Background: an optimization exercise with open tools, aiming at small area, a short achievable clock period and few clock cycles. Do not read the settings as production practice. Where RTL was checked, it was by simulation tests only, not by an equivalence proof against the original. For runs 1 to 4, only the layout was checked, not whether the RTL still works. Power figures rest on the tool's default switching activity, not on a simulated workload.

==> design.v <==
module JAM (
	input				CLK,
	input				RST,
	output	reg	[2:0]	W,
	output	reg	[2:0]	J,
	input		[6:0]	Cost,
	output	reg	[3:0]	MatchCount,
	output	reg	[9:0]	MinCost,
	output	reg			Valid
);
localparam	S_A		= 4'd0;		 
localparam	S_SEL	= 4'd2;		 
localparam	S_C		= 4'd3;		 
localparam	S_D		= 4'd4;		 
localparam	S_AUG	= 4'd5;		 
localparam	S_B1	= 4'd7;		 
localparam	S_B2	= 4'd8;		 
localparam	S_CNT	= 4'd9;		 
localparam	S_DONE	= 4'd10;
localparam	S_UW	= 4'd6;		 
localparam	O_NONE	= 3'd0;
localparam	O_A		= 3'd1;
localparam	O_D		= 3'd3;
localparam	O_B1	= 3'd4;
localparam	O_B2	= 3'd5;
reg [3:0]	state;
reg [6:0]	nv   [0:7];		 
reg [7:0]	dst  [0:7];		 
reg [2:0]	pred [0:7];		 
reg [2:0]	p    [0:7];		 
reg [7:0]	mcol;			 
reg [7:0]	sc;				 
reg [8:0]	delta;			 
reg [7:0]	ur;				 
reg [7:0]	bv;				 
reg [2:0]	bj;				 
reg [2:0]	jc;				 
reg [2:0]	I;				 
reg			first;
reg [2:0]	op2;
reg [6:0]	c2;				 
reg [2:0]	j2;				 
reg [2:0]	w2;				 
reg			f2;				 
reg [8:0]	q2;				 
wire [6:0]	nvp = q2[6:0];
reg [7:0]	dstp;			 
reg [2:0]	predp;			 
function [3:0] next_free;
	input [7:0] b;
	input [3:0] a;
	integer k;
	begin
		next_free = 4'd8;
		for (k = 7; k >= 0; k = k - 1)
			if (!b[k] && (a[3] || k > a)) next_free = k;
	end
endfunction
function [2:0] col_of;
	input [2:0] r;
	input [23:0] pp;
	integer k;
	begin
		col_of = 3'd0;
		for (k = 0; k < 8; k = k + 1)
			if (pp[3*k +: 3] == r) col_of = k;
	end
endfunction
wire [23:0]	p_flat = {p[7], p[6], p[5], p[4], p[3], p[2], p[1], p[0]};
wire [8:0]	nd    = q2 + c2;
wire		upd   = nd < {1'b0, dstp};
wire [7:0]	dn    = upd ? nd[7:0] : dstp;
wire		take  = f2 || (upd ? nd < {1'b0, bv} : dstp < bv);
wire [7:0]	d_a   = c2 + nvp;
wire [7:0]	tc    = d_a;
wire		tight = tc == ur;
wire [7:0]	onehot2 = 8'd1 << j2;
wire		take_a = j2 == 3'd0 || d_a < bv;
wire		take_f = (op2 == O_A) ? take_a : (op2 == O_D) && take;
wire [7:0]	val_f  = (op2 == O_A) ? d_a : (upd ? nd[7:0] : dstp);
wire [7:0]	bv_f   = take_f ? val_f : bv;
wire [2:0]	bj_f   = take_f ? j2 : bj;
wire [7:0]	onehotbj = 8'd1 << bj;
wire		mc_f   = take_f ? mcol[j2] : mcol[bj];
wire [2:0]	p_f    = take_f ? p[j2] : p[bj];
wire [6:0]	nvJ   = nv[J];
wire [7:0]	dstJ  = dst[J];
wire [6:0]	nv_upJ = ((state == S_A || ((state == S_B1 || state == S_B2) && W == 3'd0)) && sc[J]) ? nvJ + delta[6:0] - dstJ[6:0] : nvJ;
wire [6:0]	nv_iss = (state == S_A && I == 3'd0) ? 7'd0 : nv_upJ;
wire [8:0]	dq    = first ? delta - {2'b00, q2[6:0]} : delta;
wire [3:0]	n_sc  = next_free(sc, {1'b0, J});
wire [3:0]	n_mc  = next_free(mcol, {1'b0, J});
wire [3:0]	n_sc0 = next_free(sc, 4'd8);
wire [7:0]	onehotJ = 8'd1 << J;
wire [7:0]	trow  = dst[I];
wire [3:0]	n_cnt = next_free(~trow | sc, first ? 4'd8 : {1'b0, bj});
wire [2:0]	jbk   = pred[I - 3'd1];
wire [7:0]	sc_bk = sc & ~(8'd1 << jbk);
wire [3:0]	n_par = next_free(~dst[I - 3'd1] | sc_bk, {1'b0, jbk});
wire [7:0]	fr    = ~sc;
reg  [7:0]	f_lo, f_hi;
integer q;
always @(*) begin
	for (q = 0; q < 8; q = q + 1) begin
		f_lo[q] = fr[q] && ((fr & ((8'd1 << q) - 8'd1)) == 8'd0);
		f_hi[q] = fr[q] && ((fr & ~((8'd2 << q) - 8'd1)) == 8'd0);
	end
end
wire [7:0]	f_mid = fr & ~f_lo & ~f_hi;
wire [7:0]	t5    = dst[5];
wire [7:0]	t6    = dst[6];
wire [7:0]	t7    = dst[7];
wire [2:0]	ra    = {|(t5 & f_hi), |(t5 & f_mid), |(t5 & f_lo)};
wire [2:0]	rb    = {|(t6 & f_hi), |(t6 & f_mid), |(t6 & f_lo)};
wire [2:0]	rc    = {|(t7 & f_hi), |(t7 & f_mid), |(t7 & f_lo)};
wire [2:0]	c5    = {2'b00, ra[0] & rb[1] & rc[2]} + {2'b00, ra[0] & rb[2] & rc[1]}
					+ {2'b00, ra[1] & rb[0] & rc[2]} + {2'b00, ra[1] & rb[2] & rc[0]}
					+ {2'b00, ra[2] & rb[0] & rc[1]} + {2'b00, ra[2] & rb[1] & rc[0]};
always @(posedge CLK) begin
	if (RST) begin
		state		<= S_A;
		op2			<= O_NONE;
		I			<= 3'd0;
		W			<= 3'd0;
		J			<= 3'd0;
		mcol		<= 8'd0;
		sc			<= 8'd0;
		MinCost		<= 10'd0;
		MatchCount	<= 4'd0;
		Valid		<= 1'b0;
	end else begin
		c2	<= Cost;
		q2	<= (state == S_D) ? dq + {2'b00, nvJ} : {2'b00, nv_iss};
		dstp	<= dstJ;
		predp	<= pred[J];
		j2	<= J;
		w2	<= W;
		case (op2)
		O_A: begin
			nv[j2]	<= nvp;
			dst[j2]	<= d_a;
			pred[j2]	<= j2;
			sc[j2]	<= 1'b0;
			if (take_a) begin
				bv	<= d_a;
				bj	<= j2;
			end
		end
		O_D: begin
			dst[j2]	<= dn;
			pred[j2]	<= upd ? jc : predp;
			if (take) begin
				bv	<= dn;
				bj	<= j2;
			end
		end
		O_B1: begin
			nv[j2]	<= nvp;
			ur		<= tc;
			MinCost	<= MinCost + c2;
			bv		<= onehot2;
		end
		O_B2: begin
			nv[j2]	<= nvp;
			if (tight) bv[j2] <= 1'b1;
			if (f2) dst[w2] <= bv | (tight ? onehot2 : 8'd0);
		end
		default: ;
		endcase
		op2	<= O_NONE;
		f2	<= 1'b0;
		case (state)
		S_A: begin
			op2		<= O_A;
			J		<= J + 3'd1;
			if (J == 3'd7) state <= S_SEL;
		end
		S_SEL: begin
			delta	<= {1'b0, bv_f};
			J		<= bj_f;
			jc		<= bj_f;
			sc		<= (sc & ~((op2 == O_A) ? onehot2 : 8'd0)) | (take_f ? onehot2 : onehotbj);
			if (mc_f) W <= p_f;
			state	<= mc_f ? S_C : S_AUG;
		end
		S_C: begin
			delta	<= delta - {2'b00, Cost};
			J		<= n_sc0[2:0];
			first	<= 1'b1;
			state	<= S_D;
		end
		S_D: begin
			op2		<= O_D;
			f2		<= first;
			first	<= 1'b0;
			delta	<= dq;
			if (!n_sc[3]) J <= n_sc[2:0];
			else state <= S_SEL;
		end
		S_AUG: begin
			mcol[J]	<= 1'b1;
			if (pred[J] == J) begin
				p[J]	<= I;
				J		<= 3'd0;
				if (I == 3'd7) begin
					W		<= 3'd0;
					state	<= S_UW;
				end else begin
					I		<= I + 3'd1;
					W		<= I + 3'd1;
					state	<= S_A;
				end
			end else begin
				p[J]	<= p[pred[J]];
				J		<= pred[J];
			end
		end
		S_UW: begin
			J		<= col_of(W, p_flat);
			state	<= S_B1;
		end
		S_B1: begin
			op2		<= O_B1;
			mcol	<= onehotJ;
			J		<= next_free(onehotJ, 4'd8);
			state	<= S_B2;
		end
		S_B2: begin
			op2		<= O_B2;
			if (!n_mc[3]) begin
				J		<= n_mc[2:0];
			end else begin
				f2		<= 1'b1;
				if (W == 3'd7) begin
					sc		<= 8'd0;
					I		<= 3'd0;
					first	<= 1'b1;
					state	<= S_CNT;
				end else begin
					W		<= W + 3'd1;
					J		<= col_of(W + 3'd1, p_flat);
					state	<= (W == 3'd0) ? S_UW : S_B1;
				end
			end
		end
		S_CNT: begin
			if (I == 3'd5) MatchCount <= MatchCount + {1'b0, c5};
			if (I != 3'd5 && !n_cnt[3]) begin
				pred[I]	<= n_cnt[2:0];
				sc[n_cnt[2:0]]	<= 1'b1;
				I		<= I + 3'd1;
				first	<= 1'b1;
			end else if (I == 3'd0) begin
				state	<= S_DONE;
			end else if (!n_par[3]) begin
				pred[I - 3'd1]	<= n_par[2:0];
				sc		<= sc_bk | (8'd1 << n_par[2:0]);
				first	<= 1'b1;
			end else begin
				I		<= I - 3'd1;
				sc		<= sc_bk;
				bj		<= jbk;
				first	<= 1'b0;
			end
		end
		default: begin
			Valid	<= 1'b1;
		end
		endcase
	end
end
endmodule
==> flow/run.sh <==
#!/bin/bash
set -euo pipefail
sed 's/SETUP_SLACK_MARGIN=[0-9.]*/SETUP_SLACK_MARGIN=6/' standard.sh > standard_margin.sh
grep -q 'SETUP_SLACK_MARGIN=6' standard_margin.sh
bash standard_margin.sh > flow_make.log 2>&1
==> standard.sh <==
#!/bin/bash
# synth_recipe.tcl (not shown) runs the flow's synth.tcl, then flattens the netlist and writes it again
# the make line also repeats each setting of config.mk as NAME=value (left out here)
make -C /OpenROAD-flow-scripts/flow DESIGN_CONFIG=/design/flow/config.mk WORK_HOME=/design/flow/orfs CLKGATE_MAP_FILE= SYNTH_SCRIPT=/design/flow/synth_recipe.tcl "${@:-finish}"
==> config.mk <==
export PLATFORM = sky130hd
export DESIGN_NAME = JAM
export DESIGN_NICKNAME = JAM
export VERILOG_FILES = /design/flow/design.v
export SDC_FILE = /design/flow/constraint.sdc
export NUM_CORES = 4
export LEC_CHECK = 0
export ABC_AREA = 1
export CAP_MARGIN = 20
export CORE_MARGIN = 2
export CORE_UTILIZATION = 40
export SETUP_SLACK_MARGIN = 5
export SLEW_MARGIN = 20
==> constraint.sdc <==
create_clock -name core_clock -period 10.0 [get_ports {CLK}]
set_input_delay 2.0000 -clock core_clock [delete_from_list [all_inputs] [get_ports {CLK}]]
set_output_delay 2.0000 -clock core_clock [all_outputs]
set_load 0.01 [all_outputs]
==> flow_metrics.env, run 1 <==
export IMPL_slew_headroom_pct=31.6
export IMPL_design_die_area_mm2=0.0530
export IMPL_synthArstFlopShare_pct=0
export IMPL_ys_warn_count=1
export IMPL_cts_root_buffer="clkbuf_16"
export IMPL_reg2reg_slack_ns=5.86
export IMPL_antenna_found_initial=1
export IMPL_grt_max_degree=91
export IMPL_ys_top_cells_by_count="nand2_1 (500), inv_1 (336), o21ai_0 (320), nor2_1 (289), edfxtp_1 (234)"
export IMPL_synth_most_common_cell="nand2_1"
export IMPL_crit_top_cell="nand2_2"
export IMPL_highest_layer="met4"
export IMPL_drc=0
export IMPL_setup_viol=0
export IMPL_status="no timing/DRC/antenna violations"
export IMPL_power_density_mw_per_mm2=270
export IMPL_grt_pass1_vias=18900
export IMPL_cp_required_ns=10.46
export IMPL_met1Wirelength_um=32800
export IMPL_post_synth_main_area_contributors="edfxtp_1 (34%), nand2_1 (9.2%), o21ai_0 (7.8%)"
export IMPL_synth_cell_type_count=66
export IMPL_n_antenna_cell=0
export IMPL_cp_top_family="simple AND/OR/NAND/NOR gates"
export IMPL_cp_arrival_ns=4.61
export IMPL_cts_buffer_depth=3
export IMPL_fin_tns_setup_ns=0
export IMPL_avgViaCountPerCell=5.92
export IMPL_leakagePower_nw=9.98
export IMPL_hpwl_um=57500
export IMPL_synthesis_nets=2778
export IMPL_hold_path_startpoint="Valid$_SDFFE_PP0P_"
export IMPL_max_clock_freq_mhz=241
export IMPL_layout_min_cycle_time_ns=4.14
export IMPL_htreeDepth=2
export IMPL_std_cell_rows=82
export IMPL_final_max_slew_viol_count=0
export IMPL_postLayoutCellArea_mm2=0.0248
export IMPL_hold_viol=0
export IMPL_grt_pass1_wl_um=118000
export IMPL_rsz0062_at_grt="true"
export IMPL_detail_route_antenna_nets=0
export IMPL_dr_pass1_iters=8
export IMPL_routed_wl_um=82100
export IMPL_synth_area_per_cell_um2=7.70
export IMPL_critPathKind="reg -> reg"
export IMPL_min_to="Valid$_SDFFE_PP0P_"
export IMPL_cts_sinks=293
export IMPL_nNetsFinal=2879
export IMPL_cts_tree="done"
export IMPL_dpl_cell_area_mm2=0.0213
export IMPL_yosys_area_top_type="edfxtp_1"
export IMPL_gp_congestion=0.981
export IMPL_r2r_end="W[0]$_SDFFE_PP0P_"
export IMPL_clock_skew_ns=0.0246
export IMPL_met2_wirelength_um=37100
export IMPL_wl_per_cell_um=23.7
export IMPL_cp_end_kind="flip-flop"
export IMPL_numCtsBuffers=36
export IMPL_syn_cell_area_mm2=0.0205
export IMPL_vias=20500
export IMPL_die_h_um=230
export IMPL_start_kind="flip-flop"
export IMPL_cp_max_fo=7
export IMPL_wl_met3_um=7290
export IMPL_path_buf_inv=4
export IMPL_synth_top_area_share_pct=34.3
export IMPL_synth_edff_count=234
export IMPL_hold_path_depth=2
export IMPL_ys_seq_area_share_pct=40.1
export IMPL_port_buffers=29
export IMPL_max_cap_viol_count=0
export IMPL_synth_cells=2659
export IMPL_area_growth_pct=21.2
export IMPL_clkSlewWorstSetupHoldPaths_ns=0.06
export IMPL_irDropWorstVdd_v=0.000152
export IMPL_reg2regPathDepth=29
export IMPL_grtUsageTotal_pct=29.3
export IMPL_ios=30
export IMPL_period_share_pct=41.4
export IMPL_core_area_mm2=0.0504
export IMPL_overflow=0
export IMPL_worstHoldPathType="reg -> reg"
export IMPL_cp_depth=29
export IMPL_synth_flop_cell="edfxtp_1"
export IMPL_start_util_pct=40.6
export IMPL_clk_latency_ns=0.57
export IMPL_die_x_um=230
export IMPL_tightest_slew_ns=1.02
export IMPL_drive_above_1_share_pct=16.3
export IMPL_slowest_delay_ns=0.50
export IMPL_drtIter0Drc=2252
export IMPL_crit_slowest_cell="edfxtp_1"
export IMPL_reg2reg_from="q2[2]$_DFFE_PN_"
export IMPL_yosys_register_bits=293
## per-stage QoR
stage | worst slack, ns | hold slack, ns | total power [mW] | utilization (%) | cells
floorplan | 6.00 | 0.454 | 3.62 | - | 2659
global placement | 4.09 | 0.440 | 4.52 | 42.3 | 3274
detailed placement | 3.87 | 0.447 | 4.58 | 42.3 | 3274
CTS | 5.93 | 0.455 | 6.21 | 46.9 | 3403
global route | 5.66 | 0.485 | 7.07 | 49.2 | 3460
finish | 5.86 | 0.451 | 6.70 | 49.2 | 3460
## area by class of cell
type	count	area, um^2
clock inverters	20	141
clock buffers	46	980
flip-flops and latches	293	8260
inverters	347	1380
well taps	672	841
repair buffers	164	1580
multi-input cells	1916	11600
fillers	4842	25600
repair inverters	2	16.3
## registers in the layout (all words and copies together), names as in the netlist, 4 cells and up, named ones only
name	cells
mcol	8
dst	64
bv	8
pred	24
c2	7
p	24
MatchCount	4
state	4
ur	8
delta	9
q2	9
sc	8
dstp	8
nv	56
MinCost	10
## logic make-up (layout without fill, tap and decap cells)
logic type | Yosys count | count (layout) | synth area share, %
simple gates | 995 | 997 | 20.1
compound gates | 743 | 743 | 20.9
buf+inv | 452 | 579 | 8.51
flops | 293 | 293 | 40.1
fa+ha+maj | 110 | 110 | 7.27
xor+xnor | 64 | 64 | 2.96
mux | 2 | 2 | 0.0978
## layer usage
layer  global-route usage [%]  up-vias
li1                         -     9349
met1                     37.7     9792
met2                     47.0     1052
met3                     4.87      284
met4                     15.6        0
met5                        0        -
## how the worst max path moves through the flow
stage | from | to | slack, ns
3_3_place_gp | I[0]$_SDFFE_PP0N_ | pred[3][0]$_DFFE_PP_ | 4.09
3_5_place_dp | I[0]$_SDFFE_PP0N_ | pred[1][0]$_DFFE_PP_ | 3.87
2_1_floorplan | sc[0]$_SDFF_PP0_ | MatchCount[2]$_SDFFE_PP0P_ | 6.00
4_1_cts | flip-flop | pred[3][1]$_DFFE_PP_ | 5.93
6_report | q2[2]$_DFFE_PN_ | W[0]$_SDFFE_PP0P_ | 5.86
5_1_grt | q2[0]$_DFFE_PN_ | W[0]$_SDFFE_PP0P_ | 5.66
## tightest hold or removal path, delay by kind of cell, from the launching register on
family                 cells  cell delay (ns)
AO/OA/AOI/OAI              1             0.05
flip-flops                 1             0.30
buffers and inverters      1             0.05
## where the power goes
part / internal (mW) / switching (mW) / total [mW]
Clock: 0.724 / 0.549 / 1.27
Sequential: 1.56 / 0.193 / 1.76
Combinational: 1.29 / 2.38 / 3.67
## what timing repair did
| item | 4_1_cts | 5_1_grt |
|---|---|---|
| endpoints found under the hold margin | 0 | 0 |
| setup buffers | 60 | 52 |
| hold buffers | 0 | 0 |
| pin swaps | 36 | 78 |
| endpoints found under the setup margin | 339 | 306 |
| gates resized for setup | 171 | 187 |
| cloned | 3 | 5 |
## cells in the final DEF, fill, tap and decap left out, types with 28 or more instances in the layout
cell	netlist	layout
a21oi_1	191	180
nand3_1	98	85
o21ai_0	320	280
clkbuf_16	0	40
inv_1	336	311
nor3_1	40	35
nand2_2	4	28
o211ai_1	42	42
ha_1	95	89
edfxtp_1	234	234
buf_4	0	103
nor2_1	289	257
o22ai_1	44	41
xor2_1	36	34
dfxtp_1	59	42
nand2_1	500	466
==> run 2, diff against run 1 <==
--- a/design.v
+++ b/design.v
@@ -8,3 +8,3 @@
 	output	reg	[9:0]	MinCost,
-	output	reg			Valid
+	output				Valid
 );
@@ -25,2 +25,5 @@
 localparam	O_B2	= 3'd5;
+reg			rst_q;
+reg			valid_r;
+assign Valid = valid_r & ~rst_q;
 reg [3:0]	state;
@@ -118,4 +121,5 @@
 					+ {2'b00, ra[2] & rb[0] & rc[1]} + {2'b00, ra[2] & rb[1] & rc[0]};
+always @(posedge CLK) rst_q <= RST;
 always @(posedge CLK) begin
-	if (RST) begin
+	if (rst_q) begin
 		state		<= S_A;
@@ -129,3 +133,3 @@
 		MatchCount	<= 4'd0;
-		Valid		<= 1'b0;
+		valid_r		<= 1'b0;
 	end else begin
@@ -266,3 +270,3 @@
 		default: begin
-			Valid	<= 1'b1;
+			valid_r	<= 1'b1;
 		end
==> flow_metrics.env, run 2 <==
export IMPL_path_buf_inv=1
export IMPL_final_cell_count_no_fill=3446
export IMPL_final_cell_mix="nand2_1 (431), inv_1 (319), o21ai_0 (311), nor2_1 (275), edfxtp_1 (234)"
export IMPL_detail_route_antenna_nets=0
export IMPL_met2_wirelength_um=36700
export IMPL_start_kind="flip-flop"
export IMPL_ys_seq_area_share_pct=40.2
export IMPL_nNetsFinal=2862
export IMPL_final_max_slew_viol_count=0
export IMPL_n_fill_cell=4793
export IMPL_slowest_delay_ns=0.73
export IMPL_worstHoldPathType="reg -> reg"
export IMPL_cp_arrival_ns=1.97
export IMPL_drc=0
export IMPL_max_clock_freq_mhz=252
export IMPL_rsz0062_at_grt="true"
export IMPL_cp_required_ns=8.00
export IMPL_area_growth_pct=19.7
export IMPL_ios=30
export IMPL_synth_edff_count=234
export IMPL_synthesis_nets=2781
export IMPL_drive_above_1_share_pct=13.7
export IMPL_synthArstFlopShare_pct=0
export IMPL_cp_top_family="flip-flops"
export IMPL_dpl_cell_area_mm2=0.0214
export IMPL_grt_pass1_wl_um=118000
export IMPL_vias=20400
export IMPL_layout_min_cycle_time_ns=3.97
export IMPL_synth_most_common_cell="nand2_1"
export IMPL_std_cell_rows=82
export IMPL_routed_wl_um=81400
export IMPL_synth_cells=2662
export IMPL_cts_sinks=294
export IMPL_htreeDepth=2
export IMPL_largest_reg_flops=64
export IMPL_ys_warn_count=1
export IMPL_status="no timing/DRC/antenna violations"
export IMPL_postLayoutCellArea_mm2=0.0245
export IMPL_clock_skew_ns=0.0302
export IMPL_avgViaCountPerCell=5.92
export IMPL_yosys_area_top_type="edfxtp_1"
export IMPL_syn_cell_area_mm2=0.0205
export IMPL_crit_slowest_cell="dfxtp_1"
export IMPL_final_common_cell="nand2_1"
export IMPL_start_util_pct=40.7
export IMPL_cts_root_buffer="clkbuf_16"
export IMPL_die_h_um=230
export IMPL_yosys_register_bits=294
export IMPL_crit_chain="clkdlybuf4s50_1"
export IMPL_gp_congestion=0.995
export IMPL_antenna_found_initial=1
export IMPL_numCtsBuffers=37
export IMPL_cts_buffer_depth=3
export IMPL_highest_layer="met5"
export IMPL_regMostFlops="dst"
export IMPL_post_synth_main_area_contributors="edfxtp_1 (34%), nand2_1 (8.4%), o21ai_0 (8.3%)"
export IMPL_synth_cell_type_count=67
export IMPL_fin_tns_setup_ns=0
export IMPL_met1Wirelength_um=33100
export IMPL_critPathKind="reg -> out"
export IMPL_cp_end_kind="output port"
export IMPL_die_x_um=230
export IMPL_drtIter0Drc=2133
export IMPL_tightest_slew_ns=1.11
export IMPL_clkSlewWorstSetupHoldPaths_ns=0.07
export IMPL_grtUsageTotal_pct=29.3
export IMPL_synth_top_area_share_pct=34.3
export IMPL_hpwl_um=57800
export IMPL_slew_headroom_pct=25.7
export IMPL_core_area_mm2=0.0504
export IMPL_dr_pass1_iters=7
export IMPL_setup_viol=0
export IMPL_grt_pass1_vias=19100
export IMPL_power_density_mw_per_mm2=258
export IMPL_max_cap_viol_count=0
export IMPL_clk_latency_ns=0.57
export IMPL_hold_viol=0
export IMPL_grt_max_degree=64
export IMPL_final_util_pct=48.7
export IMPL_cts_tree="done"
export IMPL_top_regs="dst: 64 flops, nv: 56 flops"
export IMPL_cp_max_fo=15
export IMPL_port_buffers=29
export IMPL_period_share_pct=39.7
export IMPL_synth_flop_cell="edfxtp_1"
export IMPL_dp_cells=3288
export IMPL_design_die_area_mm2=0.0530
export IMPL_wl_per_cell_um=23.6
export IMPL_synth_area_per_cell_um2=7.70
export IMPL_leakagePower_nw=9.91
export IMPL_wl_met3_um=7130
export IMPL_ys_top_cells_by_count="nand2_1 (459), o21ai_0 (340), inv_1 (332), nor2_1 (293), edfxtp_1 (234)"
export IMPL_irDropWorstVdd_v=0.000124
export IMPL_overflow=0
-- run 2: worst paths after layout --
path / startpoint / end / slack [ns] / cells past startpoint
worst min-delay path: MinCost[9]$_SDFFE_PP0P_ / MinCost[9]$_SDFFE_PP0P_ / 0.46 / 2
worst min register to register: MinCost[9]$_SDFFE_PP0P_ / MinCost[9]$_SDFFE_PP0P_ / 0.46 / 2
worst max register to register: state[3]$_SDFFE_PP0P_ / pred[4][1]$_DFFE_PP_ / 6.06 / 14
worst max-delay path: J[2]$_SDFFE_PP0P_ / J[2] / 6.03 / 1
-- run 2: cells by family after synthesis --
kind of cell	after synthesis	synth area share, %
buf+inv	455	8.58
fa+ha+maj	110	7.27
flops	294	40.2
xor+xnor	60	2.64
mux	3	0.147
compound gates	768	21.5
simple gates	972	19.7
-- run 2: area by class of cell --
class | instances | area [um^2] | area share (%)
clock buffer | 50 | 1040 | 4.23
clock inverter | 18 | 254 | 1.04
timing repair buffer | 137 | 1270 | 5.17
sequential | 294 | 8270 | 33.7
tap | 672 | 841 | 3.43
timing repair inverter | 3 | 31.3 | 0.128
inverter | 355 | 1400 | 5.72
antenna | 2 | 5.00 | 0.0204
multi-input combinational | 1915 | 11400 | 46.5
-- run 2: layer usage --
metal | up-vias | GRT usage, %
met5 | - | 0
met4 | 2 | 14.5
met3 | 250 | 4.90
met2 | 1136 | 46.9
met1 | 9648 | 38.4
li1 | 9355 | -
-- run 2: timing repair --
item	CTS	global route
endpoints found under the setup margin	261	251
gates cloned	1	7
pin swaps	13	46
resized for setup	115	166
buffers inserted	28	52
hold buffers	0	0
-- run 2: through the flow --
step	hold WS (ns)	setup slack, ns	total power, mW
2_1_floorplan	0.436	6.01	3.46
3_3_place_gp	0.446	4.84	4.28
3_5_place_dp	0.455	4.67	4.32
4_1_cts	0.465	5.80	5.94
5_1_grt	0.488	5.85	6.71
6_report	0.465	6.03	6.34
-- run 2: report_power, final --
part / switching [mW] / internal, mW
Combinational: 2.07 / 1.08
Clock: 0.573 / 0.888
Sequential: 0.193 / 1.53
Total: 2.83 / 3.50
==> run 3, diff against run 2 <==
--- a/design.v
+++ b/design.v
@@ -42,2 +42,4 @@
 reg			first;
+reg			mp;				 
+reg			sc_old;			 
 reg [2:0]	op2;
@@ -82,8 +84,3 @@
 wire		take_f = (op2 == O_A) ? take_a : (op2 == O_D) && take;
-wire [7:0]	val_f  = (op2 == O_A) ? d_a : (upd ? nd[7:0] : dstp);
-wire [7:0]	bv_f   = take_f ? val_f : bv;
-wire [2:0]	bj_f   = take_f ? j2 : bj;
 wire [7:0]	onehotbj = 8'd1 << bj;
-wire		mc_f   = take_f ? mcol[j2] : mcol[bj];
-wire [2:0]	p_f    = take_f ? p[j2] : p[bj];
 wire [6:0]	nvJ   = nv[J];
@@ -182,14 +179,21 @@
 		S_SEL: begin
-			delta	<= {1'b0, bv_f};
-			J		<= bj_f;
-			jc		<= bj_f;
-			sc		<= (sc & ~((op2 == O_A) ? onehot2 : 8'd0)) | (take_f ? onehot2 : onehotbj);
-			if (mc_f) W <= p_f;
-			state	<= mc_f ? S_C : S_AUG;
+			mp		<= take_f;
+			sc_old	<= sc[bj];
+			delta	<= {1'b0, bv};
+			J		<= bj;
+			jc		<= bj;
+			sc		<= (sc & ~((op2 == O_A) ? onehot2 : 8'd0)) | onehotbj;
+			if (mcol[bj]) W <= p[bj];
+			state	<= mcol[bj] ? S_C : S_AUG;
 		end
 		S_C: begin
-			delta	<= delta - {2'b00, Cost};
-			J		<= n_sc0[2:0];
-			first	<= 1'b1;
-			state	<= S_D;
+			if (mp) begin
+				sc[jc]	<= sc_old;
+				state	<= S_SEL;
+			end else begin
+				delta	<= delta - {2'b00, Cost};
+				J		<= n_sc0[2:0];
+				first	<= 1'b1;
+				state	<= S_D;
+			end
 		end
@@ -204,4 +208,7 @@
 		S_AUG: begin
-			mcol[J]	<= 1'b1;
-			if (pred[J] == J) begin
+			if (mp) begin
+				sc[jc]	<= sc_old;
+				state	<= S_SEL;
+			end else if (pred[J] == J) begin
+				mcol[J]	<= 1'b1;
 				p[J]	<= I;
@@ -217,2 +224,3 @@
 			end else begin
+				mcol[J]	<= 1'b1;
 				p[J]	<= p[pred[J]];
==> flow_metrics.env, run 3 <==
export IMPL_crit_chain="clkdlybuf4s50_1"
export IMPL_power_density_mw_per_mm2=345
export IMPL_final_max_slew_viol_count=0
export IMPL_cts_root_buffer="clkbuf_16"
export IMPL_top_regs="dst: 64 flops, nv: 56 flops"
export IMPL_max_cap_viol_count=0
export IMPL_synth_edff_count=236
export IMPL_cp_max_fo=13
export IMPL_cp_required_ns=8.00
export IMPL_cp_top_family="flip-flops"
export IMPL_die_x_um=231
export IMPL_slowest_delay_ns=0.70
export IMPL_layout_min_cycle_time_ns=3.93
export IMPL_hold_viol=0
export IMPL_start_util_pct=40.3
export IMPL_cts_tree="done"
export IMPL_synth_top_area_share_pct=34.4
export IMPL_n_fill_cell=5083
export IMPL_ys_warn_count=1
export IMPL_numCtsBuffers=37
export IMPL_yosys_area_top_type="edfxtp_1"
export IMPL_grtUsageTotal_pct=29.4
export IMPL_cts_hold_buf=0
export IMPL_gp_congestion=0.971
export IMPL_hold_path_startpoint="valid_r$_SDFFE_PP0P_"
export IMPL_nNetsFinal=2843
export IMPL_internal_power_mw=4.07
export IMPL_reg2reg_from="bj[1]$_DFFE_PN_"
export IMPL_wl_per_cell_um=23.5
export IMPL_synth_cells=2649
export IMPL_pwr_share_seq_pct=23.1
export IMPL_port_buffers=29
export IMPL_fin_tns_setup_ns=0
export IMPL_die_h_um=231
export IMPL_std_cell_rows=83
export IMPL_drc=0
export IMPL_hpwl_um=58100
export IMPL_cts_buffer_depth=3
export IMPL_regMostFlops="dst"
export IMPL_p_comb_share_pct=61.1
export IMPL_max_clock_freq_mhz=254
export IMPL_area_growth_pct=16.5
export IMPL_path_buf_inv=1
export IMPL_synth_area_per_cell_um2=7.77
export IMPL_synth_cell_type_count=66
export IMPL_dr_pass1_iters=6
export IMPL_cp_startpoint="J[0]$_SDFFE_PP0P_"
export IMPL_htreeDepth=2
export IMPL_slew_headroom_pct=27.7
export IMPL_clock_skew_ns=0.0369
export IMPL_irDropWorstVdd_v=0.000152
export IMPL_dp_cells=3292
export IMPL_drtIter0Drc=2124
export IMPL_period_share_pct=39.3
export IMPL_synthArstFlopShare_pct=0
export IMPL_grt_max_degree=59
export IMPL_antenna_found_initial=0
export IMPL_drive_above_1_share_pct=11.6
export IMPL_core_area_mm2=0.0511
export IMPL_ys_top_cells_by_count="nand2_1 (512), inv_1 (317), o21ai_0 (269), nor2_1 (244), edfxtp_1 (236)"
export IMPL_n_antenna_cell=0
export IMPL_swShare_pct=50.8
export IMPL_final_cell_mix="nand2_1 (504), inv_1 (305), o21ai_0 (250), edfxtp_1 (236), nor2_1 (233)"
export IMPL_final_cell_count_no_fill=3428
export IMPL_synthesis_nets=2772
export IMPL_start_kind="flip-flop"
export IMPL_clk_latency_ns=0.58
export IMPL_critPathKind="reg -> out"
export IMPL_final_util_pct=46.9
export IMPL_grt_pass1_wl_um=118000
export IMPL_syn_cell_area_mm2=0.0206
export IMPL_grt_pass1_vias=19100
export IMPL_tightest_slew_ns=1.08
export IMPL_crit_slowest_cell="dfxtp_1"
export IMPL_clockPowerShare_pct=15.8
export IMPL_ios=30
export IMPL_routed_wl_um=80700
export IMPL_status="no timing/DRC/antenna violations"
export IMPL_ys_seq_area_share_pct=40.0
export IMPL_synth_flop_cell="edfxtp_1"
export IMPL_cp_arrival_ns=1.93
export IMPL_worstHoldPathType="reg -> reg"
export IMPL_avgViaCountPerCell=5.88
export IMPL_largest_reg_flops=64
export IMPL_setup_viol=0
export IMPL_post_synth_main_area_contributors="edfxtp_1 (34%), nand2_1 (9.3%), o21ai_0 (6.5%)"
export IMPL_leakagePower_nw=9.80
export IMPL_overflow=0
export IMPL_clkSlewWorstSetupHoldPaths_ns=0.06
export IMPL_yosys_register_bits=293
export IMPL_cts_sinks=293
export IMPL_design_die_area_mm2=0.0533
export IMPL_detail_route_antenna_nets=0
export IMPL_final_common_cell="nand2_1"
export IMPL_synth_most_common_cell="nand2_1"
export IMPL_vias=20100
export IMPL_cp_end_kind="output port"
export IMPL_rsz0062_at_grt="true"
export IMPL_p_switching_mw=4.20
==> run 3: cell types whose count changed in the layout (fill, tap and decap cells not counted), sizes merged, moves of 12 or more <==
cell / previous run / this run
o21ai: 359 / 279
nand3: 102 / 175
nand2: 469 / 537
nor2: 301 / 254
inv: 348 / 315
nand4: 9 / 23
nor3: 54 / 41
xnor2: 24 / 36
==> run 3: worst paths after layout <==
kind | end | slack [ns] | depth (start not counted)
worst max register to register | pred[3][2]$_DFFE_PP_ | 6.07 | 15
worst min register to register | valid_r$_SDFFE_PP0P_ | 0.46 | 2
worst max-delay path | J[0] | 6.07 | 1
worst min-delay path | valid_r$_SDFFE_PP0P_ | 0.46 | 2
==> run 3: area by class of cell <==
type,count,area [um^2],area share [%]
multi-input cells,1926,11100,46.4
flip-flops and latches,293,8260,34.5
inverters,330,1290,5.40
repair buffers,132,1280,5.34
clock buffers,51,1020,4.25
well taps,680,851,3.55
clock inverters,16,154,0.642
==> run 3: cell families (layout without fill, tap and decap cells) <==
logic type	Yosys count	count (layout)	synth area share, %
AO/OA/AOI/OAI	672	672	18.6
XOR/XNOR	67	67	2.89
buffers and inverters	432	529	8.30
adder cells (fa/ha/maj)	114	114	7.48
flip-flops	293	293	40.0
multiplexers	1	1	0.0487
AND/OR/NAND/NOR	1070	1072	22.7
==> run 3: what timing repair did <==
| action | in CTS | in global routing |
|---|---|---|
| endpoints found under the setup margin | 171 | 166 |
| buffers inserted | 18 | 46 |
| gates cloned | 0 | 5 |
| gates resized for setup | 81 | 94 |
| endpoints found under the hold margin | 0 | 0 |
| pin swaps | 6 | 20 |
==> run 3: power by group through the flow <==
stage / combinational, mW / sequential (mW) / clock (mW)
after global placement: 4.43 / 1.94 / 0
after CTS: 4.62 / 1.91 / 1.33
after detailed placement: 4.46 / 1.94 / 0
after global routing: 5.51 / 1.93 / 1.37
final: 5.06 / 1.91 / 1.31
after floorplan: 3.13 / 1.79 / 0
==> run 3: metal layers <==
layer	track usage, %	wire (um)
met5	0	0
met4	17.0	4820
met3	4.29	6500
met2	47.1	36600
met1	38.0	32800
==> run 3: metrics by stage <==
stage	power (mW)	hold slack, ns	area [um^2]	worst slack [ns]
after floorplan	4.91	0.421	20600	6.09
after global placement	6.37	0.444	21500	5.17
after detailed placement	6.40	0.451	21500	5.09
after CTS	7.86	0.460	23200	6.01
after global routing	8.82	0.504	24000	5.88
final	8.28	0.457	24000	6.07
==> run 4, diff against run 3 <==
==> flow/run.sh (replaced) <==
#!/bin/bash
set -euo pipefail
sed 's/SETUP_SLACK_MARGIN=[0-9.]*/SETUP_SLACK_MARGIN=7/' standard.sh > standard_margin.sh
grep -q 'SETUP_SLACK_MARGIN=7' standard_margin.sh
bash standard_margin.sh > flow_make.log 2>&1
==> flow_metrics.env, run 4 <==
export IMPL_cp_end_kind="flip-flop"
export IMPL_grt_busiest_layer="met2"
export IMPL_cp_max_fo=8
export IMPL_cp_required_ns=10.29
export IMPL_post_synth_main_area_contributors="edfxtp_1 (34%), nand2_1 (9.3%), o21ai_0 (6.5%)"
export IMPL_ys_warn_count=1
export IMPL_final_common_cell="nand2_1"
export IMPL_clock_skew_ns=0.0228
export IMPL_slew_headroom_pct=34.7
export IMPL_gp_congestion=1.02
export IMPL_synth_flop_cell="edfxtp_1"
export IMPL_max_clock_freq_mhz=263
export IMPL_yosys_area_top_type="edfxtp_1"
export IMPL_core_area_mm2=0.0511
export IMPL_met3_usage_pct=6.06
export IMPL_grt_max_degree=49
export IMPL_regMostFlops="dst"
export IMPL_rsz0062_at_grt="true"
export IMPL_final_util_pct=57.0
export IMPL_drive_above_1_share_pct=32.2
export IMPL_antenna_found_initial=1
export IMPL_synth_most_common_cell="nand2_1"
export IMPL_tightest_slew_ns=0.979
export IMPL_cts_root_buffer="clkbuf_16"
export IMPL_die_h_um=231
export IMPL_synthesis_nets=2772
export IMPL_htreeDepth=2
export IMPL_power_mw=11.2
export IMPL_clk_latency_ns=0.59
export IMPL_area_growth_pct=41.5
export IMPL_setup_viol=0
export IMPL_crit_chain="ha_2, fa_2, nand3_2, nand3_4, nand2_2, nand2_2, a21oi_4, xor2_2, inv_2, ha_4, nand2_2, o21bai_1, nand2_1, a21oi_2, nand4_1, nand3_2, o22ai_2, nor2_4, buf_12"
export IMPL_overflow=0
export IMPL_start_kind="flip-flop"
export IMPL_grtUsageTotal_pct=31.9
export IMPL_yosys_area_share_simple_pct=22.7
export IMPL_path_buf_inv=2
export IMPL_leakagePower_nw=11.8
export IMPL_irDropWorstVdd_v=0.000275
export IMPL_largest_reg_flops=64
export IMPL_synthAdderAreaFrac_pct=7.48
export IMPL_nNetsFinal=3086
export IMPL_final_max_slew_viol_count=0
export IMPL_synth_area_per_cell_um2=7.77
export IMPL_synth_compound_area_share_pct=18.6
export IMPL_cp_arrival_ns=4.08
export IMPL_drtIter0Drc=2406
export IMPL_grt_pass1_wl_um=129000
export IMPL_cts_tree="done"
export IMPL_power_density_mw_per_mm2=384
export IMPL_ios=30
export IMPL_top_regs="dst: 64 flops, nv: 56 flops"
export IMPL_drc=0
export IMPL_avgViaCountPerCell=5.96
export IMPL_crit_slowest_cell="edfxtp_1"
export IMPL_final_cell_mix="nand2_1 (436), inv_1 (272), edfxtp_1 (236), buf_4 (229), o21ai_0 (203)"
export IMPL_synthArstFlopShare_pct=0
export IMPL_numCtsBuffers=37
export IMPL_slowest_delay_ns=0.47
export IMPL_die_x_um=231
export IMPL_use_met1_pct=39.1
export IMPL_vias=21900
export IMPL_ys_seq_area_share_pct=40.0
export IMPL_hpwl_um=57500
export IMPL_cts_buffer_depth=3
export IMPL_routed_wl_um=88400
export IMPL_synth_top_family_by_area="simple AND/OR/NAND/NOR gates"
export IMPL_grt_use_met2_pct=52.5
export IMPL_syn_cell_area_mm2=0.0206
export IMPL_dr_pass1_iters=6
export IMPL_period_share_pct=38.0
export IMPL_critPathKind="reg -> reg"
export IMPL_synth_xor_area_share_pct=2.89
export IMPL_fin_tns_setup_ns=0
export IMPL_yosys_register_bits=293
export IMPL_wl_per_cell_um=24.1
export IMPL_cts_sinks=293
export IMPL_synth_cell_type_count=66
export IMPL_port_buffers=29
export IMPL_synth_edff_count=236
export IMPL_status="no timing/DRC/antenna violations"
export IMPL_synth_top_area_share_pct=34.4
export IMPL_grt_pass1_vias=21000
export IMPL_crit_top_cell="nand2_2"
export IMPL_layout_min_cycle_time_ns=3.80
export IMPL_clkSlewWorstSetupHoldPaths_ns=0.06
export IMPL_synth_cells=2649
export IMPL_start_util_pct=40.3
export IMPL_hold_viol=0
export IMPL_worstHoldPathType="reg -> reg"
export IMPL_synth_area_mux_share_pct=0.0487
export IMPL_detail_route_antenna_nets=0
export IMPL_max_cap_viol_count=0
export IMPL_cp_top_family="simple AND/OR/NAND/NOR gates"
export IMPL_design_die_area_mm2=0.0533
export IMPL_std_cell_rows=83
export IMPL_ys_top_cells_by_count="nand2_1 (512), inv_1 (317), o21ai_0 (269), nor2_1 (244), edfxtp_1 (236)"
[run 4: final cells by class]
type | instances | area [um^2]
multi-input combinational | 1927 | 13400
timing repair inverter | 7 | 71.3
antenna | 1 | 2.50
fill | 4417 | 22000
inverter | 330 | 1430
sequential | 293 | 8320
tap | 680 | 851
clock buffer | 43 | 948
timing repair buffer | 367 | 3840
clock inverter | 24 | 273
[run 4: cells by family (layout without fill, tap and decap cells)]
| family | Yosys count | in the layout |
|---|---|---|
| other cells | 0 | 1 |
| fa+ha+maj | 114 | 114 |
| xor+xnor | 67 | 67 |
| mux | 1 | 1 |
| compound gates | 672 | 672 |
| buf+inv | 432 | 771 |
| simple gates | 1070 | 1073 |
| flops | 293 | 293 |
[run 4: through the flow]
step	worst slack (ns)	cell area, um^2	hold WS, ns	cells
floorplan	6.37	21300	0.421	2649
global placement	5.22	21900	0.446	3278
detailed placement	5.26	21900	0.453	3278
CTS	6.37	27000	0.478	3578
global route	6.09	29100	0.498	3672
finish	6.20	29100	0.475	3672
[run 4: what timing repair did]
action	in CTS	in global routing
endpoints found under the setup margin	359	289
pin swaps	155	180
setup buffers	215	88
hold buffers	0	0
cloned	18	5
resized for setup	554	296
hold endpoints to repair	0	0
[run 4: path summary, 6_finish.rpt]
kind                           start                      end  slack [ns]  cells after the start
max                  q2[0]$_DFFE_PN_          bv[5]$_DFFE_PP_        6.20                     19
min          MinCost[9]$_SDFFE_PP0N_  MinCost[9]$_SDFFE_PP0N_        0.47                      2
max reg2reg          q2[0]$_DFFE_PN_          bv[5]$_DFFE_PP_        6.20                     19
min reg2reg  MinCost[9]$_SDFFE_PP0N_  MinCost[9]$_SDFFE_PP0N_        0.47                      2
[run 4: routing by layer]
layer | routed length, um | part of all wire [%]
met2 | 41600 | 47
met4 | 5450 | 6.2
met3 | 7390 | 8.4
met5 | 0 | 0
met1 | 34000 | 38
[run 4: tightest hold or removal path, delay by kind of cell, from the launching register on]
kind | cells | cell delay (ns)
buf+inv | 1 | 0.06
compound gates | 1 | 0.06
flops | 1 | 0.32
[run 4: power by group]
part,switching (mW),internal (mW)
sequential,0.180,1.68
clock,0.581,0.793
combinational,4.60,3.36
==> run 5, diff against run 4 <==
--- a/design.v
+++ b/design.v
@@ -89,3 +89,3 @@
 wire [6:0]	nv_iss = (state == S_A && I == 3'd0) ? 7'd0 : nv_upJ;
-wire [8:0]	dq    = first ? delta - {2'b00, q2[6:0]} : delta;
+wire [8:0]	dq    = first ? delta - {2'b00, q2[6:0]} - {2'b00, c2} : delta;
 wire [3:0]	n_sc  = next_free(sc, {1'b0, J});
@@ -193,3 +193,2 @@
 			end else begin
-				delta	<= delta - {2'b00, Cost};
 				J		<= n_sc0[2:0];
==> flow/run.sh (replaced) <==
#!/bin/bash
set -euo pipefail
sed 's/SETUP_SLACK_MARGIN=[0-9.]*/SETUP_SLACK_MARGIN=6.5/' standard.sh > standard_margin.sh
grep -q 'SETUP_SLACK_MARGIN=6.5' standard_margin.sh
bash standard_margin.sh > flow_make.log 2>&1
==> flow_metrics.env, run 5 <==
export IMPL_routed_wl_um=85000
export IMPL_postLayoutCellArea_mm2=0.0259
export IMPL_power_density_mw_per_mm2=361
export IMPL_fin_tns_setup_ns=0
export IMPL_grtUsageTotal_pct=31.3
export IMPL_avgViaCountPerCell=5.85
export IMPL_drtIter0Drc=2411
export IMPL_drive_above_1_share_pct=19.7
export IMPL_synthesis_nets=2821
export IMPL_start_kind="flip-flop"
export IMPL_htreeDepth=2
export IMPL_reg2reg_slack_ns=6.25
export IMPL_cts_tree="done"
export IMPL_seqCellArea_mm2=0.00829
export IMPL_hold_slack_ns=0.459
export IMPL_regMostFlops="dst"
export IMPL_cp_arrival_ns=4.17
export IMPL_reg2reg_from="sc[6]$_SDFF_PP0_"
export IMPL_yosys_register_bits=293
export IMPL_ys_top_cells_by_count="nand2_1 (609), inv_1 (317), o21ai_0 (272), nor2_1 (250), edfxtp_1 (236)"
export IMPL_nNetsFinal=2977
export IMPL_setup_viol=0
export IMPL_synth_area_per_cell_um2=7.65
export IMPL_ios=30
export IMPL_die_x_um=231
export IMPL_largest_reg_flops=64
export IMPL_cp_required_ns=10.43
export IMPL_max_clock_freq_mhz=267
export IMPL_die_h_um=231
export IMPL_detail_route_antenna_nets=0
export IMPL_dp_cells=3328
export IMPL_synth_top_area_share_pct=34.4
export IMPL_hold_viol=0
export IMPL_final_common_cell="nand2_1"
export IMPL_grt_pass1_wl_um=125000
export IMPL_cts_sinks=293
export IMPL_ys_warn_count=1
export IMPL_r2r_end="MatchCount[2]$_SDFFE_PP0P_"
export IMPL_syn_cell_area_mm2=0.0206
export IMPL_critPathKind="reg -> reg"
export IMPL_n_fill_cell=4893
export IMPL_clock_skew_ns=0.0243
export IMPL_internal_power_mw=4.70
export IMPL_cts_hold_buf=0
export IMPL_status="no timing/DRC/antenna violations"
export IMPL_vias=20800
export IMPL_overflow=0
export IMPL_yosys_area_top_type="edfxtp_1"
export IMPL_cp_max_fo=4
export IMPL_synth_most_common_cell="nand2_1"
export IMPL_swShare_pct=49.7
export IMPL_antenna_found_initial=1
export IMPL_synth_cells=2692
export IMPL_pwr_share_seq_pct=19.8
export IMPL_layout_min_cycle_time_ns=3.75
export IMPL_final_util_pct=50.7
export IMPL_p_switching_mw=4.64
export IMPL_p_comb_share_pct=65.5
export IMPL_cp_end_kind="flip-flop"
export IMPL_dr_pass1_iters=8
export IMPL_grt_max_degree=68
export IMPL_wl_per_cell_um=23.9
export IMPL_hpwl_um=58100
export IMPL_cts_root_buffer="clkbuf_16"
export IMPL_core_area_mm2=0.0511
export IMPL_worstHoldPathType="reg -> reg"
export IMPL_area_growth_pct=25.7
export IMPL_ys_seq_area_share_pct=39.9
export IMPL_endpoint="MatchCount[2]$_SDFFE_PP0P_"
export IMPL_synth_cell_type_count=60
export IMPL_cts_buffer_depth=3
export IMPL_start_util_pct=40.3
export IMPL_std_cell_rows=83
export IMPL_multi_input_area_mm2=0.0120
export IMPL_slew_headroom_pct=28.3
export IMPL_power_mw=9.34
export IMPL_tightest_slew_ns=1.06
export IMPL_design_die_area_mm2=0.0533
export IMPL_port_buffers=29
export IMPL_clockPowerShare_pct=14.7
export IMPL_cp_startpoint="sc[6]$_SDFF_PP0_"
export IMPL_numCtsBuffers=36
export IMPL_max_cap_viol_count=0
export IMPL_dpl_cell_area_mm2=0.0215
export IMPL_synthArstFlopShare_pct=0
export IMPL_grt_pass1_vias=19900
export IMPL_synth_flop_cell="edfxtp_1"
export IMPL_clk_latency_ns=0.58
export IMPL_fin_ws_ns=6.25
export IMPL_irDropWorstVdd_v=0.000221
export IMPL_post_synth_main_area_contributors="edfxtp_1 (34%), nand2_1 (11%), o21ai_0 (6.6%)"
export IMPL_reg2regPathDepth=14
export IMPL_final_cell_mix="nand2_1 (558), inv_1 (284), edfxtp_1 (236), o21ai_0 (223), nor2_1 (219)"
export IMPL_clkSlewWorstSetupHoldPaths_ns=0.06
export IMPL_dp_worst_setup_slack_ns=4.67
export IMPL_final_max_slew_viol_count=0
export IMPL_drc=0
export IMPL_rsz0062_at_grt="true"
export IMPL_top_regs="dst: 64 flops, nv: 56 flops"
export IMPL_period_share_pct=37.5
export IMPL_leakagePower_nw=10.8
export IMPL_gp_congestion=1.02
export IMPL_synth_edff_count=236
export IMPL_final_cell_count_no_fill=3557
-- run 5: cell count changes after synthesis, sizes merged, moves of 7 or more --
cell | previous run | this run
a21oi | 206 | 193
o22ai | 50 | 38
nor4 | 13 | 5
nor3 | 41 | 49
o21ai | 279 | 290
nand2 | 537 | 619
nand4 | 23 | 12
nor2 | 254 | 264
clkbuf | 65 | 58
-- run 5: power groups by stage --
stage | logic (mW) | clock network, mW | registers [mW]
2_1_floorplan | 3.15 | 0 | 1.78
3_3_place_gp | 4.34 | 0 | 1.94
3_5_place_dp | 4.42 | 0 | 1.95
4_1_cts | 5.49 | 1.39 | 1.84
5_1_grt | 6.59 | 1.44 | 1.86
6_report | 6.12 | 1.38 | 1.85
-- run 5: routing by layer --
metal / vias to the layer above / track usage (%) / part of all wire [%]
met5: - / 0 / 0
met2: 1144 / 50.2 / 45
met3: 286 / 6.15 / 9.1
met4: 0 / 17.0 / 6.3
met1: 9891 / 39.7 / 39
li1: 9502 / - / -
-- run 5: worst max-delay path: stages (launching register included) --
cell and delay (ns):
dfxtp_4 0.44, buf_12 0.13, clkinvlp_4 0.17, nand2_2 0.14, o21ai_1 0.07, a21oi_1 0.16
o21ai_1 0.12, a211oi_2 0.30, nor3_2 0.09, fa_1 0.56, fa_1 0.43, fa_2 0.38
fa_2 0.38, xnor2_2 0.14, a21oi_1 0.08
-- run 5: kinds of logic (layout without fill, tap and decap cells) --
kind of cell	Yosys count	after routing	share of synthesized area (%)
AO/OA/AOI/OAI	649	649	17.9
XOR/XNOR	66	66	2.88
adder cells (fa/ha/maj)	120	120	8.02
buffers and inverters	425	606	8.26
flip-flops	293	293	39.9
other	0	1	0
AND/OR/NAND/NOR	1139	1142	23.0
-- run 5: worst min-delay path by stage --
stage / slack, ns / to / cells past startpoint / from
after floorplan: 0.42 / jc[1]$_DFFE_PP_ / 0 / bj[1]$_DFFE_PN_
after CTS: 0.47 / MatchCount[3]$_SDFFE_PP0P_ / 1 / MatchCount[3]$_SDFFE_PP0P_
final: 0.46 / MatchCount[3]$_SDFFE_PP0P_ / 1 / MatchCount[3]$_SDFFE_PP0P_
after global placement: 0.45 / valid_r$_SDFFE_PP0P_ / 2 / valid_r$_SDFFE_PP0P_
after detailed placement: 0.45 / MatchCount[3]$_SDFFE_PP0P_ / 1 / MatchCount[3]$_SDFFE_PP0P_
after global routing: 0.49 / MatchCount[3]$_SDFFE_PP0P_ / 1 / MatchCount[3]$_SDFFE_PP0P_
-- run 5: layout make-up --
| cell class | instances | area share [%] |
|---|---|---|
| Sequential cell | 293 | 32.0 |
| Timing Repair Buffer | 210 | 8.35 |
| Inverter | 329 | 5.17 |
| Tap cell | 680 | 3.29 |
| Timing Repair inverter | 1 | 0.0290 |
| Antenna cell | 1 | 0.00967 |
| Multi-Input combinational cell | 1977 | 46.4 |
| Clock buffer | 45 | 3.85 |
| Clock inverter | 21 | 0.928 |
-- run 5: repair_timing --
item,in CTS,in global routing
cloned,12,1
gates resized for setup,261,192
buffers inserted,126,23
endpoints found under the setup margin,217,227
pin swaps,56,71
Testbench counts of run 5, summed over its fixed seeds: cycles 11,912.
==> run 6, diff against run 5 <==
==> flow/run.sh (replaced) <==
#!/bin/bash
set -euo pipefail
sed 's/SETUP_SLACK_MARGIN=[0-9.]*/SETUP_SLACK_MARGIN=5.5/' standard.sh > standard_margin.sh
grep -q 'SETUP_SLACK_MARGIN=5.5' standard_margin.sh
bash standard_margin.sh > flow_make.log 2>&1
==> flow_metrics.env, run 6 <==
export IMPL_ios=30
export IMPL_yosys_area_top_type="edfxtp_1"
export IMPL_slowest_delay_ns=0.52
export IMPL_synth_top_area_share_pct=34.4
export IMPL_routed_wl_um=77600
export IMPL_synth_area_per_cell_um2=7.65
export IMPL_rsz0062_at_grt="false"
export IMPL_port_buffers=29
export IMPL_cp_arrival_ns=4.75
export IMPL_crit_slowest_cell="fa_1"
export IMPL_fin_tns_setup_ns=0
export IMPL_avgViaCountPerCell=5.78
export IMPL_clock_skew_ns=0.0257
export IMPL_dp_worst_setup_slack_ns=4.20
export IMPL_cts_tree="done"
export IMPL_ys_top_cells_by_count="nand2_1 (609), inv_1 (317), o21ai_0 (272), nor2_1 (250), edfxtp_1 (236)"
export IMPL_core_area_mm2=0.0511
export IMPL_power_mw=7.88
export IMPL_vias=19700
export IMPL_setup_viol=0
export IMPL_cts_root_buffer="clkbuf_16"
export IMPL_final_common_cell="nand2_1"
export IMPL_fin_ws_ns=5.66
export IMPL_tightest_slew_ns=1.05
export IMPL_top_regs="dst: 64 flops, nv: 56 flops"
export IMPL_final_cell_count_no_fill=3404
export IMPL_period_share_pct=43.4
export IMPL_clk_latency_ns=0.57
export IMPL_crit_chain="inv_1, nor3_1, a221oi_1, o21ai_0, a21oi_1, o21ai_0, a211oi_1, nor3_1, fa_1, fa_1, fa_1, fa_1, xnor2_1, a21oi_1"
export IMPL_drive_above_1_share_pct=6.32
export IMPL_synth_cells=2692
export IMPL_drc=0
export IMPL_design_die_area_mm2=0.0533
export IMPL_cp_end_kind="flip-flop"
export IMPL_n_fill_cell=5157
export IMPL_synth_edff_count=236
export IMPL_hpwl_um=58200
export IMPL_drtIter0Drc=2199
export IMPL_cts_sinks=293
export IMPL_start_util_pct=40.3
export IMPL_gp_congestion=1.00
export IMPL_slew_headroom_pct=30.0
export IMPL_cp_max_fo=6
export IMPL_dr_pass1_iters=6
export IMPL_hold_viol=0
export IMPL_die_h_um=231
export IMPL_max_clock_freq_mhz=231
export IMPL_start_kind="flip-flop"
export IMPL_synth_most_common_cell="nand2_1"
export IMPL_status="no timing/DRC/antenna violations"
export IMPL_layout_min_cycle_time_ns=4.34
export IMPL_die_x_um=231
export IMPL_htreeDepth=2
export IMPL_std_cell_rows=83
export IMPL_crit_top_cell="fa_1"
export IMPL_nNetsFinal=2826
export IMPL_leakagePower_nw=9.50
export IMPL_grt_max_degree=69
export IMPL_numCtsBuffers=35
export IMPL_largest_reg_flops=64
export IMPL_antenna_found_initial=0
export IMPL_area_growth_pct=11.3
export IMPL_worstHoldPathType="reg -> reg"
export IMPL_clkSlewWorstSetupHoldPaths_ns=0.06
export IMPL_grtUsageTotal_pct=28.6
export IMPL_dp_cells=3327
export IMPL_hold_slack_ns=0.457
export IMPL_regMostFlops="dst"
export IMPL_ys_seq_area_share_pct=39.9
export IMPL_final_cell_mix="nand2_1 (608), inv_1 (313), o21ai_0 (265), nor2_1 (245), edfxtp_1 (236)"
export IMPL_grt_pass1_vias=18600
export IMPL_cts_buffer_depth=3
export IMPL_synth_flop_cell="edfxtp_1"
export IMPL_reg2reg_slack_ns=5.66
export IMPL_ys_warn_count=1
export IMPL_synthArstFlopShare_pct=0
export IMPL_power_density_mw_per_mm2=344
export IMPL_overflow=0
export IMPL_wl_per_cell_um=22.8
export IMPL_irDropWorstVdd_v=0.000178
export IMPL_detail_route_antenna_nets=0
export IMPL_cp_required_ns=10.41
export IMPL_max_cap_viol_count=0
export IMPL_syn_cell_area_mm2=0.0206
export IMPL_critPathKind="reg -> reg"
export IMPL_yosys_register_bits=293
export IMPL_synthesis_nets=2821
export IMPL_final_max_slew_viol_count=0
export IMPL_synth_cell_type_count=60
export IMPL_post_synth_main_area_contributors="edfxtp_1 (34%), nand2_1 (11%), o21ai_0 (6.6%)"
export IMPL_grt_pass1_wl_um=115000
==> run 6: cell count changes in the layout (fill, tap and decap cells not counted), moves of 19 or more <==
cell / before / now
buf_4: 134 / 30
clkdlybuf4s50_1: 9 / 29
inv_1: 284 / 313
nand2_1: 558 / 608
nand2_2: 51 / 11
nand3_1: 145 / 164
nor2_1: 219 / 245
o21ai_0: 223 / 265
o21ai_2: 33 / 8
==> run 6: area by class of cell <==
| class | count | area (um^2) | share of cell area, % |
|---|---|---|---|
| Antenna cell | 1 | 2.50 | 0.0109 |
| Tap cell | 680 | 851 | 3.71 |
| Multi-Input combinational cell | 1974 | 10800 | 47.2 |
| Clock inverter | 17 | 206 | 0.901 |
| Sequential cell | 293 | 8250 | 36.0 |
| Timing Repair Buffer | 64 | 596 | 2.60 |
| Inverter | 329 | 1240 | 5.43 |
| Clock buffer | 46 | 948 | 4.14 |
==> run 6: worst max-delay path: cells and delay by family (launching register included) <==
family | cells | cell delay, ns
AO/OA/AOI/OAI | 6 | 1.04
XOR/XNOR | 1 | 0.17
adder cells (fa/ha/maj) | 4 | 1.91
buffers and inverters | 1 | 0.37
flip-flops | 1 | 0.38
AND/OR/NAND/NOR | 2 | 0.32
==> run 6: cell families after synthesis <==
group,count (synthesis),share of synthesized area [%]
xor gates and xnor gates,66,2.88
buffers and inverters,425,8.26
AOI/OAI and AO/OA,649,17.9
and+or+nand+nor,1139,23.0
DFF,293,39.9
adders and majority gates,120,8.02
==> run 6: routing by layer <==
| layer | vias to the layer above | wire length (um) | GRT usage (%) |
|---|---|---|---|
| li1 | 9170 | - | - |
| met1 | 9406 | 32100 | 36.9 |
| met2 | 921 | 35600 | 46.3 |
| met3 | 191 | 5760 | 4.11 |
| met4 | 0 | 4170 | 15.3 |
| met5 | - | 0 | 0 |
==> run 6: timing repair <==
item | 4_1_cts | 5_1_grt
hold endpoints to repair | 0 | 0
endpoints found under the setup margin | 145 | 147
hold buffers | 0 | 0
pin swaps | 0 | 3
resized for setup | 22 | 31
setup buffers | 2 | 11
==> run 6: where the power goes <==
group / internal [mW] / total [mW] / switching, mW
combinational: 1.44 / 4.62 / 3.18
sequential: 1.66 / 1.95 / 0.284
clock: 0.776 / 1.32 / 0.540
==> run 6: path summary, 6_finish.rpt <==
path	from	cells after the start	to
worst max register to register	sc[5]$_SDFF_PP0_	14	MatchCount[2]$_SDFFE_PP0P_
worst min register to register	valid_r$_SDFFE_PP0P_	2	valid_r$_SDFFE_PP0P_
worst min-delay path	valid_r$_SDFFE_PP0P_	2	valid_r$_SDFFE_PP0P_
worst max-delay path	sc[5]$_SDFF_PP0_	14	MatchCount[2]$_SDFFE_PP0P_
==> run 6: metrics by stage <==
stage | area (um^2) | util (%)
2_1_floorplan | 20600 | -
3_3_place_gp | 21400 | 42.0
3_5_place_dp | 21400 | 42.0
4_1_cts | 22700 | 44.5
5_1_grt | 22900 | 44.8
6_report | 22900 | 44.8
==> run 7, diff against run 6 <==
==> flow/run.sh (replaced) <==
#!/bin/bash
set -euo pipefail
sed -e 's/SETUP_SLACK_MARGIN=[0-9.]*/SETUP_SLACK_MARGIN=6/' -e 's/CLKGATE_MAP_FILE= /CLKGATE_MAP_FILE= ADDER_MAP_FILE= /' standard.sh > standard_margin.sh
grep -q 'ADDER_MAP_FILE= ' standard_margin.sh
bash standard_margin.sh > flow_make.log 2>&1
==> flow_metrics.env, run 7 <==
export IMPL_final_common_cell="nand2_1"
export IMPL_layout_min_cycle_time_ns=3.91
export IMPL_power_mw=7.23
export IMPL_hold_viol=0
export IMPL_irDropWorstVdd_v=0.000162
export IMPL_cts_root_buffer="clkbuf_16"
export IMPL_synthAdderAreaFrac_pct=0.0513
export IMPL_drc=0
export IMPL_synth_cells=2608
export IMPL_crit_slowest_cell="dfxtp_1"
export IMPL_ys_warn_count=1
export IMPL_synth_top_family_by_area="simple AND/OR/NAND/NOR gates"
export IMPL_clk_latency_ns=0.57
export IMPL_synth_area_per_cell_um2=7.48
export IMPL_leakagePower_nw=8.79
export IMPL_cp_end_kind="output port"
export IMPL_yosys_area_share_simple_pct=25.0
export IMPL_top_regs="dst: 64 flops, nv: 56 flops"
export IMPL_detail_route_antenna_nets=0
export IMPL_cts_buffer_depth=3
export IMPL_synth_edff_count=236
export IMPL_avgViaCountPerCell=5.92
export IMPL_drtIter0Drc=2179
export IMPL_std_cell_rows=80
export IMPL_critPathKind="reg -> out"
export IMPL_regMostFlops="dst"
export IMPL_gp_congestion=0.978
export IMPL_synth_top_area_share_pct=36.3
export IMPL_yosys_area_top_type="edfxtp_1"
export IMPL_synth_area_mux_share_pct=0.103
export IMPL_n_fill_cell=4783
export IMPL_dr_pass1_iters=12
export IMPL_clock_skew_ns=0.0373
export IMPL_antenna_found_initial=2
export IMPL_period_share_pct=39.1
export IMPL_design_die_area_mm2=0.0506
export IMPL_multi_input_area_mm2=0.00978
export IMPL_syn_cell_area_mm2=0.0195
export IMPL_grt_max_degree=70
export IMPL_synth_compound_area_share_pct=20.7
export IMPL_ys_top_cells_by_count="nand2_1 (510), nor2_1 (313), inv_1 (311), o21ai_0 (305), edfxtp_1 (236)"
export IMPL_drive_above_1_share_pct=7.36
export IMPL_post_synth_main_area_contributors="edfxtp_1 (36%), nand2_1 (9.8%), o21ai_0 (7.8%)"
export IMPL_hold_slack_ns=0.438
export IMPL_path_buf_inv=1
export IMPL_synthesis_nets=2617
export IMPL_cp_top_family="flip-flops"
export IMPL_n_antenna_cell=0
export IMPL_power_density_mw_per_mm2=332
export IMPL_synth_xor_area_share_pct=3.47
export IMPL_ios=30
export IMPL_grtUsageTotal_pct=28.6
export IMPL_synth_most_common_cell="nand2_1"
export IMPL_fin_tns_setup_ns=0
export IMPL_max_cap_viol_count=0
export IMPL_htreeDepth=2
export IMPL_nNetsFinal=2630
export IMPL_max_clock_freq_mhz=256
export IMPL_start_kind="flip-flop"
export IMPL_start_util_pct=40.7
export IMPL_die_h_um=225
export IMPL_overflow=0
export IMPL_seqCellArea_mm2=0.00824
export IMPL_cts_sinks=293
export IMPL_cp_arrival_ns=1.91
export IMPL_die_x_um=225
export IMPL_port_buffers=29
export IMPL_dpl_cell_area_mm2=0.0203
export IMPL_worstHoldPathType="reg -> reg"
export IMPL_largest_reg_flops=64
export IMPL_routed_wl_um=73800
export IMPL_final_max_slew_viol_count=0
export IMPL_synth_flop_cell="edfxtp_1"
export IMPL_postLayoutCellArea_mm2=0.0218
export IMPL_wl_per_cell_um=22.6
export IMPL_tightest_slew_ns=1.16
export IMPL_synthArstFlopShare_pct=0
export IMPL_cts_tree="done"
export IMPL_setup_viol=0
export IMPL_slowest_delay_ns=0.70
export IMPL_clkSlewWorstSetupHoldPaths_ns=0.06
export IMPL_core_area_mm2=0.0479
export IMPL_yosys_register_bits=293
export IMPL_final_cell_mix="nand2_1 (507), nor2_1 (312), inv_1 (309), o21ai_0 (295), edfxtp_1 (236)"
export IMPL_slew_headroom_pct=22.5
export IMPL_area_growth_pct=11.6
export IMPL_rsz0062_at_grt="false"
export IMPL_cp_max_fo=11
export IMPL_grt_pass1_wl_um=110000
export IMPL_hpwl_um=54000
export IMPL_status="no timing/DRC/antenna violations"
export IMPL_cp_required_ns=8.00
export IMPL_synth_cell_type_count=71
export IMPL_crit_chain="clkdlybuf4s50_1"
export IMPL_ys_seq_area_share_pct=42.2
export IMPL_vias=19300
export IMPL_numCtsBuffers=36
export IMPL_grt_pass1_vias=18100
-- run 7: cells by family after synthesis --
group,count (synthesis)
multiplexers,2
AO/OA/AOI/OAI,699
AND/OR/NAND/NOR,1120
XOR/XNOR,73
buffers and inverters,420
adder cells (fa/ha/maj),1
flip-flops,293
-- run 7: layout make-up --
type	count	share of cell area (%)
clock buffer	45	4.39
multi-input combinational	1895	44.9
timing repair buffer	59	2.46
inverter	336	5.94
clock inverter	20	0.914
sequential	293	37.8
tap	615	3.53
-- run 7: final timing paths --
| kind | startpoint | to | slack [ns] | depth (start not counted) |
|---|---|---|---|---|
| max reg2reg | rst_q$_DFF_P_ | dst[6][0]$_DFFE_PP_ | 6.22 | 7 |
| max | J[0]$_SDFFE_PP0P_ | J[0] | 6.09 | 1 |
| min reg2reg | rst_q$_DFF_P_ | valid_r$_SDFFE_PP0P_ | 0.44 | 1 |
| min | rst_q$_DFF_P_ | valid_r$_SDFFE_PP0P_ | 0.44 | 1 |
-- run 7: layer usage --
metal	routed length, um	share of wire, %	track usage (%)	up-vias
met2	32700	44	44.9	1031
met3	6900	9.4	5.93	201
met4	3220	4.4	12.8	2
met1	30900	42	38.2	9122
met5	13	0.018	0	-
li1	-	-	-	8975
-- run 7: through the flow --
| stage | instances | util (%) | setup WS [ns] |
|---|---|---|---|
| floorplan | 2608 | - | 6.78 |
| global placement | 3185 | 42.4 | 5.55 |
| detailed placement | 3185 | 42.4 | 5.59 |
| CTS | 3250 | 44.9 | 5.99 |
| global route | 3263 | 45.4 | 5.98 |
| finish | 3263 | 45.4 | 6.09 |
-- run 7: report_power, final --
| part | total (mW) | leakage (nW) | switching [mW] | internal [mW] |
|---|---|---|---|---|
| sequential | 1.93 | 2.64 | 0.282 | 1.64 |
| combinational | 4.00 | 5.58 | 2.82 | 1.18 |
| clock | 1.31 | 0.567 | 0.547 | 0.760 |
| total | 7.23 | 8.79 | 3.65 | 3.58 |
-- run 7: what timing repair did --
action / CTS / global route
hold endpoints to repair: 0 / 0
endpoints found under the setup margin: 122 / 164
setup buffers: 0 / 13
pin swaps: 0 / 5
gates resized for setup: 17 / 40
hold buffers: 0 / 0

## static timing again, ports no longer ideal
The results above use ideal ports. As a check the final layouts listed here were re-extracted and re-timed, cells and wires unchanged. Step 1 assumes that a clkbuf_16 drives the clock port and a buf_2 every other input. Step 2, shift: input delay + t, output delay - t, t = (earliest + latest rising clock arrival at the registers) / 2. This alone moves slack from input paths to output paths. a / b / c = ideal / step 1 / step 2; a / b = the first two.
run | t (ns) | setup WS [ns] | hold slack, ns | worst slew at a driven data input, ns
run 1 | 0.614 | 5.855 / 5.855 / 5.412 | 0.451 / 0.451 / 0.451 | 0.04
run 2 | 0.615 | 6.035 / 5.977 / 5.574 | 0.465 / 0.465 / 0.465 | 0.05
run 3 | 0.615 | 6.071 / 6.015 / 5.517 | 0.457 / 0.457 / 0.457 | 0.04
run 4 | 0.635 | 6.204 / 6.204 / 6.049 | 0.475 / 0.475 / 0.475 | 0.06
run 5 | 0.626 | 6.254 / 6.254 / 6.254 | 0.459 / 0.459 / 0.459 | 0.03
run 6 | 0.613 | 5.662 / 5.662 / 5.662 | 0.457 / 0.457 / 0.457 | 0.03
run 7 | 0.617 | 6.091 / 6.030 / 6.221 | 0.438 / 0.438 / 0.438 | 0.04
After both steps every run listed still meets setup and hold. For run 3, which loses most, drivers alone change the setup slack by -0.056 ns; drivers and shift together by -0.554 ns.
